Source: an optimization exercise on an open RTL-to-GDS flow (aim: small area and a short achievable clock period). Production flows keep margins and buffers that such runs may drop.
RTL that was checked went through simulation tests only; none was proved equivalent to the original.
Only the layout flow was run in runs 1 and 3; the RTL was not checked for function there.

<file path="flow/design.v">
module get_conv_target_angle(
 input [19:0] target_angle,
 output [11:0] z0,
 output q2,
 output q3
);
 wire [19:0] a = target_angle;
 wire lowa = ~|a[19:13];
 wire gt1440 = (a[12] | (a[11] | (a[10] & (a[9] | (a[8] & (a[7] & (a[6] | (a[5] & (a[4] | (a[3] | (a[2] | (a[1] | a[0]))))))))))));
 wire gt2880 = (a[12] | (a[11] & (a[10] | (a[9] & (a[8] & (a[7] | (a[6] & (a[5] | (a[4] | (a[3] | (a[2] | (a[1] | a[0]))))))))))));
 wire gt4320 = (a[12] & (a[11] | (a[10] | (a[9] | (a[8] | (a[7] & (a[6] & (a[5] & (a[4] | (a[3] | (a[2] | (a[1] | a[0]))))))))))));
 wire gt5760 = (a[12] & (a[11] | (a[10] & (a[9] & (a[8] | (a[7] & (a[6] | (a[5] | (a[4] | (a[3] | (a[2] | (a[1] | a[0]))))))))))));
 assign q2 = lowa & gt1440 & ~gt2880;
 assign q3 = lowa & gt2880 & ~gt4320;
 wire q4 = lowa & gt4320 & ~gt5760;
 wire satp = ~a[19] & ~(lowa & ~gt5760);
 wire satn = a[19] & ~((a[18] & (a[17] & (a[16] & (a[15] & (a[14] & (a[13] & (a[12] & (a[11] & (a[10] | (a[9] | (a[8] & (a[7] & a[6])))))))))))));
 reg [6:0] zh;
 always @(*) begin
  if (satp) zh = 7'd50;
  else if (satn) zh = 7'd78;
  else if (q2) zh = a[11:5] - 7'd45;
  else if (q3) zh = a[11:5] - 7'd90;
  else if (q4) zh = a[11:5] - 7'd52;
  else zh = a[11:5];
 end
 assign z0 = {zh, a[4:0] & {5{~(satp | satn)}}};
endmodule
module output_mapping(
 input [16:0] x,
 input [16:0] y,
 input q2,
 input q3,
 output [16:0] x_res,
 output [16:0] y_res
);
 assign x_res = x + (q2 | q3);
 assign y_res = y + q3;
endmodule
module cordic_sin_cos(clk, rst, target_angle, x_res, y_res);
 input clk, rst;
 input [19:0] target_angle;
 output reg [19:0] x_res;
 output reg [19:0] y_res;
 wire [11:0] z0;
 wire q2, q3;
 get_conv_target_angle conv_angle(.target_angle(target_angle), .z0(z0), .q2(q2), .q3(q3));
 wire [8:0] d;   
 wire [11:0] zs0 = z0;
 wire [11:0] zs0_u = zs0 ^ 12'd2048;
 assign d[0] = ~zs0[11];
 reg dr1;
 always @(*) begin
  case (d[0:0])
   1'b0: dr1 = (zs0_u[11] | (zs0_u[10] & (zs0_u[9] | (zs0_u[8] & (zs0_u[7] | (zs0_u[6] | (zs0_u[5] & zs0_u[4])))))));
   1'b1: dr1 = (zs0_u[11] & (zs0_u[10] | (zs0_u[9] & (zs0_u[8] | (zs0_u[7] & (zs0_u[6] & (zs0_u[5] | zs0_u[4])))))));
  endcase
 end
 assign d[1] = dr1;
 reg dr2;
 always @(*) begin
  case (d[1:0])
   2'b00: dr2 = (zs0_u[11] | (zs0_u[10] | (zs0_u[9] & (zs0_u[8] & (zs0_u[7] & (zs0_u[6] | (zs0_u[5] | (zs0_u[4] | (zs0_u[3] | (zs0_u[2] & (zs0_u[1] & zs0_u[0])))))))))));
   2'b10: dr2 = (zs0_u[11] | (zs0_u[10] & (zs0_u[9] & (zs0_u[8] | (zs0_u[7] & (zs0_u[6] & (zs0_u[5] | (zs0_u[4] & (zs0_u[3] & (zs0_u[2] | (zs0_u[1] | zs0_u[0])))))))))));
   2'b01: dr2 = (zs0_u[11] & (zs0_u[10] | (zs0_u[9] | (zs0_u[8] & (zs0_u[7] | (zs0_u[6] | (zs0_u[5] & (zs0_u[4] | (zs0_u[3] | (zs0_u[2] & (zs0_u[1] & zs0_u[0])))))))))));
   2'b11: dr2 = (zs0_u[11] & (zs0_u[10] & (zs0_u[9] | (zs0_u[8] | (zs0_u[7] | (zs0_u[6] & (zs0_u[5] & (zs0_u[4] & (zs0_u[3] & (zs0_u[2] | (zs0_u[1] | zs0_u[0])))))))))));
  endcase
 end
 assign d[2] = dr2;
 reg dr3;
 always @(*) begin
  case (d[2:0])
   3'b000: dr3 = (zs0_u[11] | (zs0_u[10] | (zs0_u[9] & (zs0_u[8] | (zs0_u[7] & (zs0_u[6] | (zs0_u[5] & (zs0_u[4] | (zs0_u[3] | (zs0_u[2] & (zs0_u[1] & zs0_u[0])))))))))));
   3'b100: dr3 = (zs0_u[11] | (zs0_u[10] & (zs0_u[9] | (zs0_u[8] | (zs0_u[7] | (zs0_u[6] & (zs0_u[5] & (zs0_u[4] | (zs0_u[3] | (zs0_u[2] & (zs0_u[1] & zs0_u[0])))))))))));
   3'b010: dr3 = (zs0_u[11] | (zs0_u[10] & (zs0_u[9] | (zs0_u[8] & (zs0_u[7] & (zs0_u[6] & (zs0_u[5] & (zs0_u[4] & (zs0_u[3] & (zs0_u[2] | (zs0_u[1] | zs0_u[0])))))))))));
   3'b110: dr3 = (zs0_u[11] | (zs0_u[10] & (zs0_u[9] & (zs0_u[8] & (zs0_u[7] & (zs0_u[6] | (zs0_u[5] & (zs0_u[4] & (zs0_u[3] & (zs0_u[2] | (zs0_u[1] | zs0_u[0])))))))))));
   3'b001: dr3 = (zs0_u[11] & (zs0_u[10] | (zs0_u[9] | (zs0_u[8] | (zs0_u[7] | (zs0_u[6] & (zs0_u[5] | (zs0_u[4] | (zs0_u[3] | (zs0_u[2] & (zs0_u[1] & zs0_u[0])))))))))));
   3'b101: dr3 = (zs0_u[11] & (zs0_u[10] | (zs0_u[9] & (zs0_u[8] | (zs0_u[7] | (zs0_u[6] | (zs0_u[5] | (zs0_u[4] | (zs0_u[3] | (zs0_u[2] & (zs0_u[1] & zs0_u[0])))))))))));
   3'b011: dr3 = (zs0_u[11] & (zs0_u[10] | (zs0_u[9] & (zs0_u[8] & (zs0_u[7] & (zs0_u[6] | (zs0_u[5] | (zs0_u[4] & (zs0_u[3] & (zs0_u[2] | (zs0_u[1] | zs0_u[0])))))))))));
   3'b111: dr3 = (zs0_u[11] & (zs0_u[10] & (zs0_u[9] | (zs0_u[8] & (zs0_u[7] | (zs0_u[6] & (zs0_u[5] | (zs0_u[4] & (zs0_u[3] & (zs0_u[2] | (zs0_u[1] | zs0_u[0])))))))))));
  endcase
 end
 assign d[3] = dr3;
 reg [7:0] zk4;
 always @(*) begin
  case (d[3:0])
   4'b0000: zk4 = 8'd203;
   4'b1000: zk4 = 8'd231;
   4'b0100: zk4 = 8'd11;
   4'b1100: zk4 = 8'd39;
   4'b0010: zk4 = 8'd121;
   4'b1010: zk4 = 8'd149;
   4'b0110: zk4 = 8'd185;
   4'b1110: zk4 = 8'd213;
   4'b0001: zk4 = 8'd43;
   4'b1001: zk4 = 8'd71;
   4'b0101: zk4 = 8'd107;
   4'b1101: zk4 = 8'd135;
   4'b0011: zk4 = 8'd217;
   4'b1011: zk4 = 8'd245;
   4'b0111: zk4 = 8'd25;
   4'b1111: zk4 = 8'd53;
  endcase
 end
 wire [7:0] zs4 = zs0[7:0] + zk4;
 wire [7:0] zs4_u = zs4 ^ 8'd128;
 assign d[4] = ~zs4[7];
 reg dr5;
 always @(*) begin
  case (d[4:4])
   1'b0: dr5 = (zs4_u[7] | (zs4_u[6] & (zs4_u[5] | (zs4_u[4] | (zs4_u[3] | (zs4_u[2] & (zs4_u[1] & zs4_u[0])))))));
   1'b1: dr5 = (zs4_u[7] & (zs4_u[6] | (zs4_u[5] & (zs4_u[4] & (zs4_u[3] & (zs4_u[2] | (zs4_u[1] | zs4_u[0])))))));
  endcase
 end
 assign d[5] = dr5;
 reg dr6;
 always @(*) begin
  case (d[5:4])
   2'b00: dr6 = (zs4_u[7] | (zs4_u[6] | (zs4_u[5] & (zs4_u[4] | (zs4_u[3] & (zs4_u[2] | (zs4_u[1] & zs4_u[0])))))));
   2'b10: dr6 = (zs4_u[7] | (zs4_u[6] & (zs4_u[5] & (zs4_u[4] | (zs4_u[3] | (zs4_u[2] | (zs4_u[1] & zs4_u[0])))))));
   2'b01: dr6 = (zs4_u[7] & (zs4_u[6] | (zs4_u[5] | (zs4_u[4] & (zs4_u[3] & (zs4_u[2] & (zs4_u[1] | zs4_u[0])))))));
   2'b11: dr6 = (zs4_u[7] & (zs4_u[6] & (zs4_u[5] | (zs4_u[4] & (zs4_u[3] | (zs4_u[2] & (zs4_u[1] | zs4_u[0])))))));
  endcase
 end
 assign d[6] = dr6;
 reg [5:0] zk7;
 always @(*) begin
  case (d[6:4])
   3'b000: zk7 = 6'd35;
   3'b100: zk7 = 6'd7;
   3'b010: zk7 = 6'd43;
   3'b110: zk7 = 6'd15;
   3'b001: zk7 = 6'd49;
   3'b101: zk7 = 6'd21;
   3'b011: zk7 = 6'd57;
   3'b111: zk7 = 6'd29;
  endcase
 end
 wire [5:0] zs7 = zs4[5:0] + zk7;
 wire [5:0] zs7_u = zs7 ^ 6'd32;
 assign d[7] = ~zs7[5];
 reg dr8;
 always @(*) begin
  case (d[7:7])
   1'b0: dr8 = (zs7_u[5] | (zs7_u[4] & (zs7_u[3] & (zs7_u[2] | (zs7_u[1] | zs7_u[0])))));
   1'b1: dr8 = (zs7_u[5] & (zs7_u[4] | (zs7_u[3] | (zs7_u[2] & (zs7_u[1] & zs7_u[0])))));
  endcase
 end
 assign d[8] = dr8;
 wire [7:0] ti = {q3, q2, d[5:0]};
 wire [16:0] xt, yt;
 wire [255:0] tbx0 = 256'h302d4bf3302d4bf3302d4bf3302d4bf3daf46d09daf46d09cfd2b40ccfd2b40c;
 wire [255:0] tby0 = 256'hdaf46d09daf46d09daf46d09daf46d09cfd2b40ccfd2b40c250b92f6250b92f6;
 assign xt[0] = tbx0[ti];
 assign yt[0] = tby0[ti];
 wire [255:0] tbx1 = 256'h7e8a4ff96ce3264e7e8a4ff96ce3264eb08c9f283bb0a3e98175b006931cd9b1;
 wire [255:0] tby1 = 256'hb08c9f283bb0a3e9b08c9f283bb0a3e98175b006931cd9b14f7360d7c44f5c16;
 assign xt[1] = tbx1[ti];
 assign yt[1] = tby1[ti];
 wire [255:0] tbx2 = 256'ha52f6b6a35c4e59aa52f6b6a35c4e59ab74e4748fdadac1b5ad09495ca3b1a65;
 wire [255:0] tby2 = 256'hb74e4748fdadac1bb74e4748fdadac1b5ad09495ca3b1a6548b1b8b7025253e4;
 assign xt[2] = tbx2[ti];
 assign yt[2] = tby2[ti];
 wire [255:0] tbx3 = 256'h4ad0364e507e1b774ad0364e507e1b77c8b1e950e5c852e5b52fc9b1af81e488;
 wire [255:0] tby3 = 256'hc8b1e950e5c852e5c8b1e950e5c852e5b52fc9b1af81e488374e16af1a37ad1a;
 assign xt[3] = tbx3[ti];
 assign yt[3] = tby3[ti];
 wire [255:0] tbx4 = 256'h4623d7966bebc4624623d7966bebc462dc46bfbcc2829dc5b9dc286994143b9d;
 wire [255:0] tby4 = 256'hdc46bfbcc2829dc5dc46bfbcc2829dc5b9dc286994143b9d23b940433d7d623a;
 assign xt[4] = tbx4[ti];
 assign yt[4] = tby4[ti];
 wire [255:0] tbx5 = 256'h35258775aee1a4ac35258775aee1a4ac6f4f1fef08870d08cada788a511e5b53;
 wire [255:0] tby5 = 256'h6f4f1fef08870d086f4f1fef08870d08cada788a511e5b5390b0e010f778f2f7;
 assign xt[5] = tbx5[ti];
 assign yt[5] = tby5[ti];
 wire [255:0] tbx6 = 256'h2436286e76146c242436286e76146c244d6c40c8ec7dc94ddbc9d79189eb93db;
 wire [255:0] tby6 = 256'h4d6c40c8ec7dc94d4d6c40c8ec7dc94ddbc9d79189eb93dbb293bf37138236b2;
 assign xt[6] = tbx6[ti];
 assign yt[6] = tby6[ti];
 wire [255:0] tbx7 = 256'h69e0235e7ac4079669e0235e7ac40796c38546f8e09d5e3c961fdca1853bf869;
 wire [255:0] tby7 = 256'hc38546f8e09d5e3cc38546f8e09d5e3c961fdca1853bf8693c7ab9071f62a1c3;
 assign xt[7] = tbx7[ti];
 assign yt[7] = tby7[ti];
 wire [255:0] tbx8 = 256'h17703ab42d5c0ee817703ab42d5c0ee87ee5602d4bf95881e88fc54bd2a3f117;
 wire [255:0] tby8 = 256'h7ee5602d4bf958817ee5602d4bf95881e88fc54bd2a3f117811a9fd2b406a77e;
 assign xt[8] = tbx8[ti];
 assign yt[8] = tby8[ti];
 wire [255:0] tbx9 = 256'h76201a4c3258046e76201a4c3258046eec4570d964f15dc889dfe5b3cda7fb91;
 wire [255:0] tby9 = 256'hec4570d964f15dc8ec4570d964f15dc889dfe5b3cda7fb9113ba8f269b0ea237;
 assign xt[9] = tbx9[ti];
 assign yt[9] = tby9[ti];
 wire [255:0] tbx10 = 256'h8595a5edb7a5a9a18595a5edb7a5a9a11f3f0f8b2e0f03077a6a5a12485a565e;
 wire [255:0] tby10 = 256'h1f3f0f8b2e0f03071f3f0f8b2e0f03077a6a5a12485a565ee0c0f074d1f0fcf8;
 assign xt[10] = tbx10[ti];
 assign yt[10] = tby10[ti];
 wire [255:0] tbx11 = 256'h3e140c142830287c3e140c142830287c687d597d416541e9c1ebf3ebd7cfd783;
 wire [255:0] tby11 = 256'h687d597d416541e9687d597d416541e9c1ebf3ebd7cfd7839782a682be9abe16;
 assign xt[11] = tbx11[ti];
 assign yt[11] = tby11[ti];
 wire [255:0] tbx12 = 256'h119253dbca498800119253dbca4988057734f6b290d3115fee6dac2435b677f;
 wire [255:0] tby12 = 256'h57734f6b290d311557734f6b290d3115fee6dac2435b677fa88cb094d6f2ceea;
 assign xt[12] = tbx12[ti];
 assign yt[12] = tby12[ti];
 wire [255:0] tbx13 = 256'h89bd3004200cbd9189bd3004200cbd91132b655d45592b377642cffbdff3426e;
 wire [255:0] tby13 = 256'h132b655d45592b37132b655d45592b377642cffbdff3426eecd49aa2baa6d4c8;
 assign xt[13] = tbx13[ti];
 assign yt[13] = tby13[ti];
 wire [255:0] tbx14 = 256'h309911881188990c309911881188990c6533771177113359cf66ee77ee7766f3;
 wire [255:0] tby14 = 256'h65337711771133596533771177113359cf66ee77ee7766f39acc88ee88eecca6;
 assign xt[14] = tbx14[ti];
 assign yt[14] = tby14[ti];
 wire [255:0] tbx15 = 256'h98109900990819009810990099081905317533553351735f67ef66ff66f7e6f;
 wire [255:0] tby15 = 256'h53175335533517355317533553351735f67ef66ff66f7e6face8accaaccae8ca;
 assign xt[15] = tbx15[ti];
 assign yt[15] = tby15[ti];
 wire [255:0] tbx16 = 256'h7fff7ffe7ffefffe7fff7ffe7ffefffeeaaaeaa8eaa8aaa88000800180010001;
 wire [255:0] tby16 = 256'heaaaeaa8eaa8aaa8eaaaeaa8eaa8aaa880008001800100011555155715575557;
 assign xt[16] = tbx16[ti];
 assign yt[16] = tby16[ti];
 wire qn = q2 | q3;
 wire [16:0] tx6 = $signed(yt) >>> 6;
 wire [16:0] ty6 = $signed(xt) >>> 6;
 wire cx6 = d[6] ^ q3;
 wire cy6 = ~(d[6] ^ qn);
 wire [17:0] xs7 = {xt, 1'b1} + {tx6 ^ {17{d[6]}}, cx6};
 wire [17:0] ys7 = {yt, 1'b1} + {ty6 ^ {17{~d[6]}}, cy6};
 wire [16:0] x7 = xs7[17:1];
 wire [16:0] y7 = ys7[17:1];
 wire [16:0] tx7 = $signed(y7) >>> 7;
 wire [16:0] ty7 = $signed(x7) >>> 7;
 wire cx7 = d[7] ^ q3;
 wire cy7 = ~(d[7] ^ qn);
 wire [17:0] xs8 = {x7, 1'b1} + {tx7 ^ {17{d[7]}}, cx7};
 wire [17:0] ys8 = {y7, 1'b1} + {ty7 ^ {17{~d[7]}}, cy7};
 wire [16:0] x8 = xs8[17:1];
 wire [16:0] y8 = ys8[17:1];
 wire [16:0] tx8 = $signed(y8) >>> 8;
 wire [16:0] ty8 = $signed(x8) >>> 8;
 wire cx8 = d[8] ^ q3;
 wire cy8 = ~(d[8] ^ qn);
 wire [17:0] xs9 = {x8, 1'b1} + {tx8 ^ {17{d[8]}}, cx8};
 wire [17:0] ys9 = {y8, 1'b1} + {ty8 ^ {17{~d[8]}}, cy8};
 wire [16:0] x9 = xs9[17:1];
 wire [16:0] y9 = ys9[17:1];
 wire [16:0] xo, yo;
 output_mapping out_map(.x(x9), .y(y9), .q2(q2), .q3(q3), .x_res(xo), .y_res(yo));
 always @(posedge clk) begin
  if (rst == 1'b0) begin
   x_res <= 20'd0;
   y_res <= 20'd0;
  end else begin
   x_res <= {{3{xo[16]}}, xo};
   y_res <= {{3{yo[16]}}, yo};
  end
 end
endmodule
</file>
<file path="flow/run.sh">
#!/bin/bash
# synth_recipe.tcl (not shown) runs the flow's synth.tcl, then flattens the netlist and writes it again
# the make line also repeats each setting of config.mk as NAME=value (left out here)
make -C /OpenROAD-flow-scripts/flow DESIGN_CONFIG=/design/flow/config.mk WORK_HOME=/design/flow/orfs CLKGATE_MAP_FILE= SYNTH_SCRIPT=/design/flow/synth_recipe.tcl finish
</file>
<file path="flow/config.mk">
export PLATFORM = sky130hd
export DESIGN_NAME = cordic_sin_cos
export DESIGN_NICKNAME = cordic_sin_cos
export VERILOG_FILES = /design/flow/design.v
export SDC_FILE = /design/flow/constraint.sdc
export NUM_CORES = 4
export LEC_CHECK = 0
export CAP_MARGIN = 20
export CORE_MARGIN = 2
export CORE_UTILIZATION = 40
export SLEW_MARGIN = 20
</file>
<file path="flow/constraint.sdc">
create_clock -name core_clock -period 35.0 [get_ports {clk}]
set_input_delay 7.0000 -clock core_clock [delete_from_list [all_inputs] [get_ports {clk}]]
set_output_delay 7.0000 -clock core_clock [all_outputs]
set_load 0.01 [all_outputs]
</file>
==> flow_metrics.tcl, run 1 <==
set metrics [dict create \
    num_rows 64 \
    relSlewSlack_pct 19.9 \
    worstPathArrival_ns 25.35 \
    chipHeight_um 181 \
    final_common_cell "nor2_1" \
    cts-resized-gates 0 \
    path_class "input pin to flop" \
    antenna_found_initial 0 \
    hpwl_mm 36.5 \
    grt_max_degree 71 \
    cp.required_ns 35.17 \
    root_buffer "clkbuf_16" \
    cts_max_level 2 \
    start_util_pct 40.6 \
    worstPathMaxFanout 46 \
    synth_top_flop_cell "dfxtp_1" \
    cts-hold-fix-buffers 0 \
    core_mm2 0.0307 \
    io_buffers 61 \
    fin_crit_ns 25.18 \
    period_share_pct 71.9 \
    grt-ovfl-total 0 \
    vias 14405 \
    die_area_mm2 0.0326 \
    finalNonFillerCells 2238 \
    cts_setup_buffers 0 \
    avgViaCountPerCell 6.44 \
    ys_ff_latch 34 \
    syn_area_mm2 0.0125 \
    die_w_um 181 \
    holdWs_ns 8.01 \
    first_pass_iters 6 \
    endpoint "x_res[16]" \
    synth_cells 1845 \
    syn_avg_cell_area_um2 6.75 \
    ys_seq_area_share_pct 5.46 \
    cts_tree "yes" \
    grt_pass1_vias 13318 \
    status "timing/DRC/antenna clean" \
    place_ws_ns 10.09 \
    hold_viol 0 \
    cpMostUsedCell "a21o_1" \
    max_freq_mhz 39.7 \
    drt_first_iter_violations 1442 \
    startpoint_type "input pin" \
    postRouteAntennaNets 0 \
    fin_nets 1995 \
    cts_buffer_depth 2 \
    nFillCells 3206 \
    rsz0062_at_grt "no" \
    worst_pin_slew_ns 1.19 \
    timing.final.ws_setup_ns 9.82 \
    syn_nets 1999 \
    diodes 0 \
    cp-startpoint "target_angle[8]" \
    synth-edff-count 0 \
    critPathSlowestCell "clkdlybuf4s50_1" \
    drive_gt1_share_pct 4.45 \
    maxCapViolCount 0 \
    top_level_ports 62 \
    wl_mm 47.2 \
    ys_warn_count 2 \
    drc 0 \
    grt_pass1_wl_mm 74.9 \
    cpPeakStageDelay_ns 0.77 \
    synth_cell_types 97 \
    syn_to_final_growth_pct 8.47 \
    drv_slew 0 \
    clock-sinks 34 \
    min_path_type "input pin to flop" \
    dp.cells 2230 \
    final_cell_mix "nor2_1, a21oi_1, nand2_1" \
    setup_viol 0 \
    gp_congestion 1.02 \
    critPathCaptureType "flop" \
    tns_ns 0 \
    wire_per_inst_um 21.1 \
    ys_async_sr_fraction_pct 0 \
    track_usage_pct 27.9 \
    tritoncts.num_buffers 5 \
    cts.clk_slew.worst_paths_ns 0.05 \
]
==> per-layer routing <==
layer  global-route usage (%)  vias up  part of all wire (%)
met2                     43.0      717                    43
met3                     2.89      103                   8.1
met5                        0        -                     0
met4                     10.1        0                   3.6
met1                     40.2     6771                    45
li1                         -     6814                     -
==> Yosys cell counts (7+ instances only) <==
| cell | number | area share (%) |
|---|---|---|
| a211oi_1 | 28 | 1.7 |
| a21boi_0 | 8 | 0.48 |
| a21o_1 | 47 | 2.8 |
| a21oi_1 | 183 | 7.3 |
| a221oi_1 | 10 | 0.70 |
| a311oi_1 | 8 | 0.56 |
| a31o_2 | 7 | 0.49 |
| a31oi_1 | 29 | 1.5 |
| and2_1 | 55 | 2.8 |
| and3_1 | 22 | 1.1 |
| buf_1 | 9 | 0.27 |
| buf_2 | 7 | 0.28 |
| clkbuf_1 | 75 | 2.3 |
| dfxtp_1 | 34 | 5.5 |
| fa_1 | 7 | 1.1 |
| ha_1 | 125 | 13 |
| inv_1 | 59 | 1.8 |
| mux2i_1 | 9 | 0.72 |
| nand2_1 | 160 | 4.8 |
| nand2b_1 | 17 | 0.85 |
| nand3_1 | 61 | 2.4 |
| nand4_1 | 36 | 1.8 |
| nor2_1 | 188 | 5.7 |
| nor2b_1 | 13 | 0.65 |
| nor3_1 | 54 | 2.2 |
| nor4_1 | 10 | 0.50 |
| o2111ai_1 | 9 | 0.63 |
| o211ai_1 | 26 | 1.6 |
| o21a_1 | 17 | 1.0 |
| o21ai_0 | 138 | 5.5 |
| o21bai_1 | 17 | 1.0 |
| o221ai_1 | 11 | 0.77 |
| o22ai_1 | 12 | 0.60 |
| o31ai_1 | 8 | 0.48 |
| or3_1 | 15 | 0.75 |
| or4_1 | 7 | 0.42 |
| xnor2_1 | 131 | 9.2 |
| xor2_1 | 61 | 4.3 |
==> logic make-up after synthesis <==
logic type / synth area share, %
multiplexers: 2.05
flip-flops: 5.46
AO/OA/AOI/OAI: 33.6
XOR/XNOR: 14.1
adder cells (fa/ha/maj): 13.7
buffers and inverters: 5.31
AND/OR/NAND/NOR: 25.8
==> registers in the layout, indices dropped and copies added, names as in the netlist <==
signal,count
y_res,17
x_res,17
==> cell type report <==
class | count | area [um2] | share of cell area (%)
clock buffer | 7 | 143 | 1.06
clock inverter | 1 | 5.00 | 0.0370
inverter | 63 | 244 | 1.80
multi-input combinational | 1649 | 11100 | 82.4
sequential | 34 | 681 | 5.04
tap | 396 | 495 | 3.67
timing repair buffer | 88 | 813 | 6.02
==> per-stage QoR <==
step | cell area, um2 | utilization (%)
2_1_floorplan | 12500 | -
3_3_place_gp | 13400 | 43.6
3_5_place_dp | 13400 | 43.6
4_1_cts | 13500 | 44.1
5_1_grt | 13500 | 44.1
6_report | 13500 | 44.1
==> worst min path at each step <==
stage          startpoint         to  slack, ns  cells after the start
5_1_grt          x_res[0]   x_res[0]       8.05                      1
2_1_floorplan         rst  y_res[13]       7.15                      1
3_5_place_dp    y_res[10]  y_res[10]       7.73                      1
3_3_place_gp    y_res[11]  y_res[11]       7.74                      1
4_1_cts               rst   y_res[7]       8.01                      2
6_report              rst  y_res[13]       8.01                      2
==> critical path, delay by kind of cell <==
family          cells  cell delay (ns)
fa+ha+maj           4             1.26
xor+xnor            8             1.79
compound gates     36             8.93
buf+inv             8             2.74
simple gates       14             3.52
==> run 2: changes to the inputs <==
--- a/flow/design.v
+++ b/flow/design.v
@@ -220,4 +220,4 @@
  wire qn = q2 | q3;
- wire [16:0] tx6 = $signed(yt) >>> 6;
- wire [16:0] ty6 = $signed(xt) >>> 6;
+ wire [16:0] tx6 = {{6{yt[16]}}, yt[16:6]};
+ wire [16:0] ty6 = {{6{xt[16]}}, xt[16:6]};
  wire cx6 = d[6] ^ q3;
@@ -228,4 +228,4 @@
  wire [16:0] y7 = ys7[17:1];
- wire [16:0] tx7 = $signed(y7) >>> 7;
- wire [16:0] ty7 = $signed(x7) >>> 7;
+ wire [16:0] tx7 = {{7{y7[16]}}, y7[16:7]};
+ wire [16:0] ty7 = {{7{x7[16]}}, x7[16:7]};
  wire cx7 = d[7] ^ q3;
@@ -236,4 +236,4 @@
  wire [16:0] y8 = ys8[17:1];
- wire [16:0] tx8 = $signed(y8) >>> 8;
- wire [16:0] ty8 = $signed(x8) >>> 8;
+ wire [16:0] tx8 = {{8{y8[16]}}, y8[16:8]};
+ wire [16:0] ty8 = {{8{x8[16]}}, x8[16:8]};
  wire cx8 = d[8] ^ q3;
==> run 2 against run 1 <==
  * Sequential cell count did not move
  * Routed wire length fell by 4.1%
  * Sequential share of layout area rose by 0.11 points
==> flow_metrics.tcl, run 2 <==
set metrics [dict create \
    status "timing/DRC/antenna clean" \
    fin_nets 1917 \
    max_freq_mhz 37.4 \
    syn_area_mm2 0.0122 \
    top_level_ports 62 \
    path_class "input pin to flop" \
    fin_util_pct 44.4 \
    worstPathArrival_ns 26.90 \
    multi_input_area_mm2 0.0108 \
    clock-sinks 34 \
    min_path_type "input pin to flop" \
    wl_met2_mm 19.2 \
    cts_max_level 2 \
    holdWs_ns 7.95 \
    ys_top_cells_by_area "ha_1, xnor2_1, a21oi_1" \
    cts-resized-gates 0 \
    ys_ff_latch 34 \
    grt_pass1_wl_mm 71.4 \
    cts-hold-fix-buffers 0 \
    syn_avg_cell_area_um2 6.92 \
    cpMostUsedCell "a21o_1" \
    start_util_pct 40.8 \
    tritoncts.num_buffers 5 \
    drive_gt1_share_pct 5.84 \
    cp.required_ns 35.17 \
    vias 13726 \
    post-synth-top-area-cell "ha_1" \
    drt_first_iter_violations 1582 \
    cts_setup_buffers 0 \
    core_mm2 0.0298 \
    fin_crit_ns 26.73 \
    postRouteAntennaNets 0 \
    ys_async_sr_fraction_pct 0 \
    dp.cells 2145 \
    ys_seq_area_share_pct 5.60 \
    largest_registers "x_res (17), y_res (17)" \
    num_rows 63 \
    avgViaCountPerCell 6.38 \
    final_common_cell "a21oi_1" \
    syn_to_final_growth_pct 8.75 \
    chipHeight_um 178 \
    synth_top_flop_cell "dfxtp_1" \
    grt-ovfl-total 0 \
    finalNonFillerCells 2153 \
    drv_slew 0 \
    io_buffers 61 \
    worstPathMaxFanout 63 \
    rsz0062_at_grt "no" \
    nFillCells 3115 \
    period_share_pct 76.4 \
    cp_num_buf_inv 8 \
    first_pass_iters 7 \
    hold_viol 0 \
    diodes 0 \
    wl_mm 45.3 \
    syn_nets 1913 \
    grt_pass1_vias 12644 \
    gp_congestion 1.05 \
    seq_area_um2 681 \
    maxCapViolCount 0 \
    cts_tree "yes" \
    path_delay_family "compound AO/OA/AOI/OAI gates" \
    met3WireLength_mm 3.64 \
    top_layer "met4" \
    wire_per_inst_um 21.0 \
    cts.clk_slew.worst_paths_ns 0.06 \
    grt_max_degree 64 \
    critPathSlowestCell "nor2_1" \
    startpoint_type "input pin" \
    root_buffer "clkbuf_16" \
    die_area_mm2 0.0318 \
    tns_ns 0 \
    final_cell_mix "a21oi_1, nand2_1, nor2_1" \
    ys_warn_count 2 \
    antenna_found_initial 0 \
    synth-edff-count 0 \
    drc 0 \
    track_usage_pct 28.1 \
    die_w_um 178 \
    cts_buffer_depth 2 \
    setup_viol 0 \
    hpwl_mm 36.1 \
    relSlewSlack_pct 19.9 \
    worst_pin_slew_ns 1.20 \
    cpPeakStageDelay_ns 0.96 \
    netlist_top_cells_count "a21oi_1, nand2_1, nor2_1, ha_1, xnor2_1" \
    synth_most_common_cell "a21oi_1" \
    netlist.area_leader.share_pct 13.0 \
    critPathCaptureType "flop" \
    drt-met1-wl_mm 21.0 \
    synth_cell_types 105 \
    synth_cells 1758 \
]
==> run 2: cell types whose count changed after synthesis, moves of 10 or more <==
cell      previous run  this run
nor3_1              54        44
a31oi_1             29        42
nand3_1             61        49
nor2_1             188       153
and2_1              55        35
xnor2_1            131       121
clkbuf_1            75        60
o21ai_0            138       113
nand4_1             36        17
==> run 2: layout make-up <==
class	count	area share, %
Multi-Input combinational cell	1562	81.9
Timing Repair Buffer	88	6.15
Tap cell	390	3.69
Sequential cell	34	5.15
Clock buffer	5	0.946
Inverter	71	2.02
Clock inverter	3	0.161
==> run 2: per-layer routing <==
metal | global-route usage [%] | vias to the layer above
met5 | 0 | -
met4 | 8.30 | 0
met3 | 3.18 | 108
met2 | 44.1 | 632
met1 | 40.3 | 6433
li1 | - | 6553
==> run 2: cell families (layout without fill, tap and decap cells) <==
| family | Yosys count | after routing | synth area share, % |
|---|---|---|---|
| and+or+nand+nor | 570 | 570 | 23.1 |
| adders and majority gates | 133 | 133 | 14.1 |
| DFF | 34 | 34 | 5.60 |
| buffers and inverters | 162 | 167 | 5.57 |
| muxes | 6 | 6 | 0.504 |
| xor gates and xnor gates | 186 | 186 | 13.4 |
| AOI/OAI and AO/OA | 667 | 667 | 37.8 |
==> run 2: final timing paths <==
check / start / cells past startpoint / endpoint
max: target_angle[2] / 80 / x_res[16]
min: rst / 2 / y_res[11]
==> run 2: per-stage QoR <==
stage	setup slack (ns)	cell area (um2)
2_1_floorplan	11.99	12200
3_5_place_dp	8.65	13100
5_1_grt	6.85	13200
4_1_cts	8.82	13200
3_3_place_gp	8.73	13100
6_report	8.27	13200
==> run 3: changes to the inputs <==
--- a/flow/design.v
+++ b/flow/design.v
@@ -31,4 +31,2 @@
  input [16:0] y,
- input q2,
- input q3,
  output [16:0] x_res,
@@ -36,4 +34,4 @@
 );
- assign x_res = x + (q2 | q3);
- assign y_res = y + q3;
+ assign x_res = x;
+ assign y_res = y;
 endmodule
@@ -151,28 +149,28 @@
  wire [16:0] xt, yt;
- wire [255:0] tbx0 = 256'h302d4bf3302d4bf3302d4bf3302d4bf3daf46d09daf46d09cfd2b40ccfd2b40c;
- wire [255:0] tby0 = 256'hdaf46d09daf46d09daf46d09daf46d09cfd2b40ccfd2b40c250b92f6250b92f6;
+ wire [255:0] tbx0 = 256'hcfd2b40ccfd2b40ccfd2b40ccfd2b40c250b92f6250b92f6cfd2b40ccfd2b40c;
+ wire [255:0] tby0 = 256'h250b92f6250b92f6250b92f6250b92f6cfd2b40ccfd2b40c250b92f6250b92f6;
  assign xt[0] = tbx0[ti];
  assign yt[0] = tby0[ti];
- wire [255:0] tbx1 = 256'h7e8a4ff96ce3264e7e8a4ff96ce3264eb08c9f283bb0a3e98175b006931cd9b1;
- wire [255:0] tby1 = 256'hb08c9f283bb0a3e9b08c9f283bb0a3e98175b006931cd9b14f7360d7c44f5c16;
+ wire [255:0] tbx1 = 256'h4ea7040a5cce6dbd4ea7040a5cce6dbd6a78f221e144cee08175b006931cd9b1;
+ wire [255:0] tby1 = 256'h6a78f221e144cee06a78f221e144cee08175b006931cd9b14f7360d7c44f5c16;
  assign xt[1] = tbx1[ti];
  assign yt[1] = tby1[ti];
- wire [255:0] tbx2 = 256'ha52f6b6a35c4e59aa52f6b6a35c4e59ab74e4748fdadac1b5ad09495ca3b1a65;
- wire [255:0] tby2 = 256'hb74e4748fdadac1bb74e4748fdadac1b5ad09495ca3b1a6548b1b8b7025253e4;
+ wire [255:0] tbx2 = 256'h9527209b15e5e7d89527209b15e5e7d827ca4a40e71d8d125ad09495ca3b1a65;
+ wire [255:0] tby2 = 256'h27ca4a40e71d8d1227ca4a40e71d8d125ad09495ca3b1a6548b1b8b7025253e4;
  assign xt[2] = tbx2[ti];
  assign yt[2] = tby2[ti];
- wire [255:0] tbx3 = 256'h4ad0364e507e1b774ad0364e507e1b77c8b1e950e5c852e5b52fc9b1af81e488;
- wire [255:0] tby3 = 256'hc8b1e950e5c852e5c8b1e950e5c852e5b52fc9b1af81e488374e16af1a37ad1a;
+ wire [255:0] tbx3 = 256'h6ad87d2e707e1b756ad87d2e707e1b7558b5ec58fd6872ecb52fc9b1af81e488;
+ wire [255:0] tby3 = 256'h58b5ec58fd6872ec58b5ec58fd6872ecb52fc9b1af81e488374e16af1a37ad1a;
  assign xt[3] = tbx3[ti];
  assign yt[3] = tby3[ti];
- wire [255:0] tbx4 = 256'h4623d7966bebc4624623d7966bebc462dc46bfbcc2829dc5b9dc286994143b9d;
- wire [255:0] tby4 = 256'hdc46bfbcc2829dc5dc46bfbcc2829dc5b9dc286994143b9d23b940433d7d623a;
+ wire [255:0] tbx4 = 256'h4623d5d66bebc4604623d5d66bebc4605c46bebcc2029dc4b9dc286994143b9d;
+ wire [255:0] tby4 = 256'h5c46bebcc2029dc45c46bebcc2029dc4b9dc286994143b9d23b940433d7d623a;
  assign xt[4] = tbx4[ti];
  assign yt[4] = tby4[ti];
- wire [255:0] tbx5 = 256'h35258775aee1a4ac35258775aee1a4ac6f4f1fef08870d08cada788a511e5b53;
- wire [255:0] tby5 = 256'h6f4f1fef08870d086f4f1fef08870d08cada788a511e5b5390b0e010f778f2f7;
+ wire [255:0] tbx5 = 256'h35258575aee1a4ae35258575aee1a4aeef4f1eef08070d09cada788a511e5b53;
+ wire [255:0] tby5 = 256'hef4f1eef08070d09ef4f1eef08070d09cada788a511e5b5390b0e010f778f2f7;
  assign xt[5] = tbx5[ti];
  assign yt[5] = tby5[ti];
- wire [255:0] tbx6 = 256'h2436286e76146c242436286e76146c244d6c40c8ec7dc94ddbc9d79189eb93db;
- wire [255:0] tby6 = 256'h4d6c40c8ec7dc94d4d6c40c8ec7dc94ddbc9d79189eb93dbb293bf37138236b2;
+ wire [255:0] tbx6 = 256'h24362a6e76146c2424362a6e76146c244d6c41c8ecfdc94ddbc9d79189eb93db;
+ wire [255:0] tby6 = 256'h4d6c41c8ecfdc94d4d6c41c8ecfdc94ddbc9d79189eb93dbb293bf37138236b2;
  assign xt[6] = tbx6[ti];
@@ -222,26 +220,26 @@
  wire [16:0] ty6 = {{6{xt[16]}}, xt[16:6]};
- wire cx6 = d[6] ^ q3;
- wire cy6 = ~(d[6] ^ qn);
- wire [17:0] xs7 = {xt, 1'b1} + {tx6 ^ {17{d[6]}}, cx6};
- wire [17:0] ys7 = {yt, 1'b1} + {ty6 ^ {17{~d[6]}}, cy6};
- wire [16:0] x7 = xs7[17:1];
- wire [16:0] y7 = ys7[17:1];
+ wire zx6 = ~|xt[5:0];
+ wire zy6 = ~|yt[5:0];
+ wire cx6 = q3 ? ~(d[6] ^ zy6) : d[6];
+ wire cy6 = qn ? (d[6] ^ zx6) : ~d[6];
+ wire [16:0] x7 = xt + (tx6 ^ {17{d[6]}}) + cx6;
+ wire [16:0] y7 = yt + (ty6 ^ {17{~d[6]}}) + cy6;
  wire [16:0] tx7 = {{7{y7[16]}}, y7[16:7]};
  wire [16:0] ty7 = {{7{x7[16]}}, x7[16:7]};
- wire cx7 = d[7] ^ q3;
- wire cy7 = ~(d[7] ^ qn);
- wire [17:0] xs8 = {x7, 1'b1} + {tx7 ^ {17{d[7]}}, cx7};
- wire [17:0] ys8 = {y7, 1'b1} + {ty7 ^ {17{~d[7]}}, cy7};
- wire [16:0] x8 = xs8[17:1];
- wire [16:0] y8 = ys8[17:1];
+ wire zx7 = ~|x7[6:0];
+ wire zy7 = ~|y7[6:0];
+ wire cx7 = q3 ? ~(d[7] ^ zy7) : d[7];
+ wire cy7 = qn ? (d[7] ^ zx7) : ~d[7];
+ wire [16:0] x8 = x7 + (tx7 ^ {17{d[7]}}) + cx7;
+ wire [16:0] y8 = y7 + (ty7 ^ {17{~d[7]}}) + cy7;
  wire [16:0] tx8 = {{8{y8[16]}}, y8[16:8]};
  wire [16:0] ty8 = {{8{x8[16]}}, x8[16:8]};
- wire cx8 = d[8] ^ q3;
- wire cy8 = ~(d[8] ^ qn);
- wire [17:0] xs9 = {x8, 1'b1} + {tx8 ^ {17{d[8]}}, cx8};
- wire [17:0] ys9 = {y8, 1'b1} + {ty8 ^ {17{~d[8]}}, cy8};
- wire [16:0] x9 = xs9[17:1];
- wire [16:0] y9 = ys9[17:1];
+ wire zx8 = ~|x8[7:0];
+ wire zy8 = ~|y8[7:0];
+ wire cx8 = q3 ? ~(d[8] ^ zy8) : d[8];
+ wire cy8 = qn ? (d[8] ^ zx8) : ~d[8];
+ wire [16:0] x9 = x8 + (tx8 ^ {17{d[8]}}) + cx8;
+ wire [16:0] y9 = y8 + (ty8 ^ {17{~d[8]}}) + cy8;
  wire [16:0] xo, yo;
- output_mapping out_map(.x(x9), .y(y9), .q2(q2), .q3(q3), .x_res(xo), .y_res(yo));
+ output_mapping out_map(.x(x9), .y(y9), .x_res(xo), .y_res(yo));
  always @(posedge clk) begin
--- a/flow/config.mk
+++ b/flow/config.mk
@@ -7,2 +7,3 @@
 export LEC_CHECK = 0
+export ABC_AREA = 1
 export CAP_MARGIN = 20
==> run 3 against run 2 <==
  * Sequential share of layout area increased by 0.42 points
  * Via count down 2.7%
  * Die area shrank 6.8%
  * Worst setup slack better by 1.5 ns
  * First-iteration DRC count decreased by 9.7%
  * Count of clock-buffer cells in the layout grew 1
  * Routed wire length increased by 9.9%
  * Cell area decreased by 7.5%
  * Still clean on timing, DRC and antenna
  * Synthesized cell count increased by 8.6%
  * Critical path depth increased by 3
==> flow_metrics.tcl, run 3 <==
set metrics [dict create \
    relSlewSlack_pct 24.5 \
    cpMostUsedCell "nand2_1" \
    chipHeight_um 172 \
    first_pass_iters 8 \
    cts_setup_buffers 0 \
    io_buffers 61 \
    grt_max_degree 74 \
    postRouteAntennaNets 0 \
    netlist_top_cells_count "nand2_1, inv_1, nor2_1, a21oi_1, o21ai_0" \
    syn_avg_cell_area_um2 5.92 \
    wire_per_inst_um 21.7 \
    final_area_mm2 0.0122 \
    wl_met2_mm 22.4 \
    critPathCaptureType "flop" \
    wl_mm 49.8 \
    die_w_um 172 \
    post_dp_cell_area_mm2 0.0121 \
    hpwl_mm 41.1 \
    tns_ns 0 \
    top_level_ports 62 \
    worstPathMaxFanout 73 \
    cts_buffer_depth 2 \
    cpPeakStageDelay_ns 0.76 \
    cp_num_buf_inv 8 \
    cts-hold-fix-buffers 0 \
    synth_cells 1909 \
    drt_first_iter_violations 1429 \
    synth_most_common_cell "nand2_1" \
    synth_top_flop_cell "dfxtp_1" \
    die_area_mm2 0.0296 \
    cp.required_ns 35.17 \
    post-synth-top-area-cell "nand2_1" \
    syn_area_mm2 0.0113 \
    critPathSlowestCell "clkdlybuf4s50_1" \
    synth-edff-count 0 \
    setup_viol 0 \
    track_usage_pct 33.5 \
    status "timing/DRC/antenna clean" \
    netlist.area_leader.share_pct 13.3 \
    grt_pass1_wl_mm 74.8 \
    max_freq_mhz 39.7 \
    grt-ovfl-total 0 \
    cts_tree "yes" \
    drc 0 \
    gp_congestion 1.07 \
    ys_top_cells_by_area "nand2_1, ha_1, xor2_1" \
    start_util_pct 40.7 \
    hold_end "y_res[0]" \
    maxCapViolCount 0 \
    clock-sinks 34 \
    synth_cell_types 62 \
    drt-met1-wl_mm 19.4 \
    hold_viol 0 \
    diodes 0 \
    top_layer "met4" \
    cts_max_level 2 \
    ys_seq_area_share_pct 6.02 \
    met3WireLength_mm 3.57 \
    path_class "input pin to flop" \
    avgViaCountPerCell 5.82 \
    period_share_pct 72.0 \
    final_common_cell "nand2_1" \
    path_delay_family "simple AND/OR/NAND/NOR gates" \
    antenna_found_initial 0 \
    ys_async_sr_fraction_pct 0 \
    syn_to_final_growth_pct 8.12 \
    fin_crit_ns 25.19 \
    grt_pass1_vias 12498 \
    vias 13354 \
    startpoint_type "input pin" \
    tritoncts.num_buffers 5 \
    whs_path_depth 4 \
    ys_ff_latch 34 \
    min_path_type "input pin to flop" \
    cts.clk_slew.worst_paths_ns 0.05 \
    num_rows 61 \
    ys_warn_count 2 \
    rsz0062_at_grt "no" \
    final_cell_mix "nand2_1, inv_1, nor2_1" \
    fin_nets 2064 \
    core_mm2 0.0278 \
    min-delay-start "rst" \
    drive_gt1_share_pct 6.42 \
    worst_pin_slew_ns 1.12 \
    syn_nets 2059 \
    place_ws_ns 9.87 \
    root_buffer "clkbuf_16" \
    worstPathArrival_ns 25.36 \
    largest_registers "x_res (17), y_res (17)" \
    drv_slew 0 \
    timing.final.ws_setup_ns 9.81 \
    nFillCells 3120 \
    cts-resized-gates 0 \
]
-- run 3: cells by family after synthesis --
logic type / synth area share (%)
AND/OR/NAND/NOR: 32.7
AO/OA/AOI/OAI: 24.7
buffers and inverters: 11.6
adder cells (fa/ha/maj): 15.0
XOR/XNOR: 9.84
flip-flops: 6.02
multiplexers: 0.0885
-- run 3: routing by layer --
metal | vias up | track usage [%]
li1 | 6426 | -
met1 | 6086 | 40.4
met2 | 654 | 55.2
met3 | 188 | 3.32
met4 | 0 | 25.2
met5 | - | 0
-- run 3: how the worst max path moves through the flow --
stage / start / endpoint / slack (ns) / cells after the start
floorplan: target_angle[8] / x_res[15] / 15.08 / 90
global placement: target_angle[8] / x_res[16] / 9.83 / 83
detailed placement: target_angle[8] / x_res[16] / 9.87 / 84
CTS: target_angle[8] / x_res[16] / 10.10 / 84
global route: target_angle[8] / x_res[16] / 8.61 / 90
finish: target_angle[8] / x_res[16] / 9.81 / 83
-- run 3: cell type report --
class                   instances  area [um2]  share of cell area, %
clock buffers                   6         139                   1.14
clock inverters                 2        12.5                  0.102
inverters                     248         935                   7.65
multi-input cells            1556        9320                   76.2
flip-flops and latches         34         681                   5.57
well taps                     378         473                   3.87
repair buffers                 69         671                   5.49
-- run 3: worst min-delay path, cell delays in order --
cell and delay [ns]:
clkdlybuf4s50_1 0.39, buf_4 0.21, nand2_1 0.08, inv_1 0.03
-- run 3: per-stage QoR --
step	cells	utilization [%]	hold slack (ns)
final	2293	44.0	7.48
after global routing	2293	44.0	7.52
after CTS	2293	44.0	7.47
after detailed placement	2285	43.5	7.74
after global placement	2285	43.5	7.74
after floorplan	1909	-	7.29

==> what the ideal ports hide <==
Ports are ideal in the flow. The routed layouts listed here were re-timed in OpenROAD. Step 1, drivers: a clkbuf_16 drives clk and a buf_2 each remaining input, both assumed. Step 2 adds t to the input delays and takes it off the output delays; t is the mean of the earliest and latest rising clock arrival at the registers after step 1. Input paths then give back, and output paths get back, about the clock's delay inside the block. Slacks: ideal / step 1 / step 2; pairs: ideal / step 1.
| run | t, ns | setup slack, ns | worst setup path after step 2 | latest minus earliest clock arrival (ns) |
|---|---|---|---|---|
| run 1 | 0.309 | 9.824 / 9.830 / 9.521 | input to register | 0.007 / 0.007 |
| run 2 | 0.310 | 8.266 / 8.279 / 7.969 | input to register | 0.006 / 0.006 |
| run 3 | 0.312 | 9.805 / 9.818 / 9.506 | input to register | 0.004 / 0.004 |
After both steps every run listed still meets setup and hold. For run 1, which loses most, drivers alone change the setup slack by +0.006 ns; drivers and shift together by -0.303 ns.
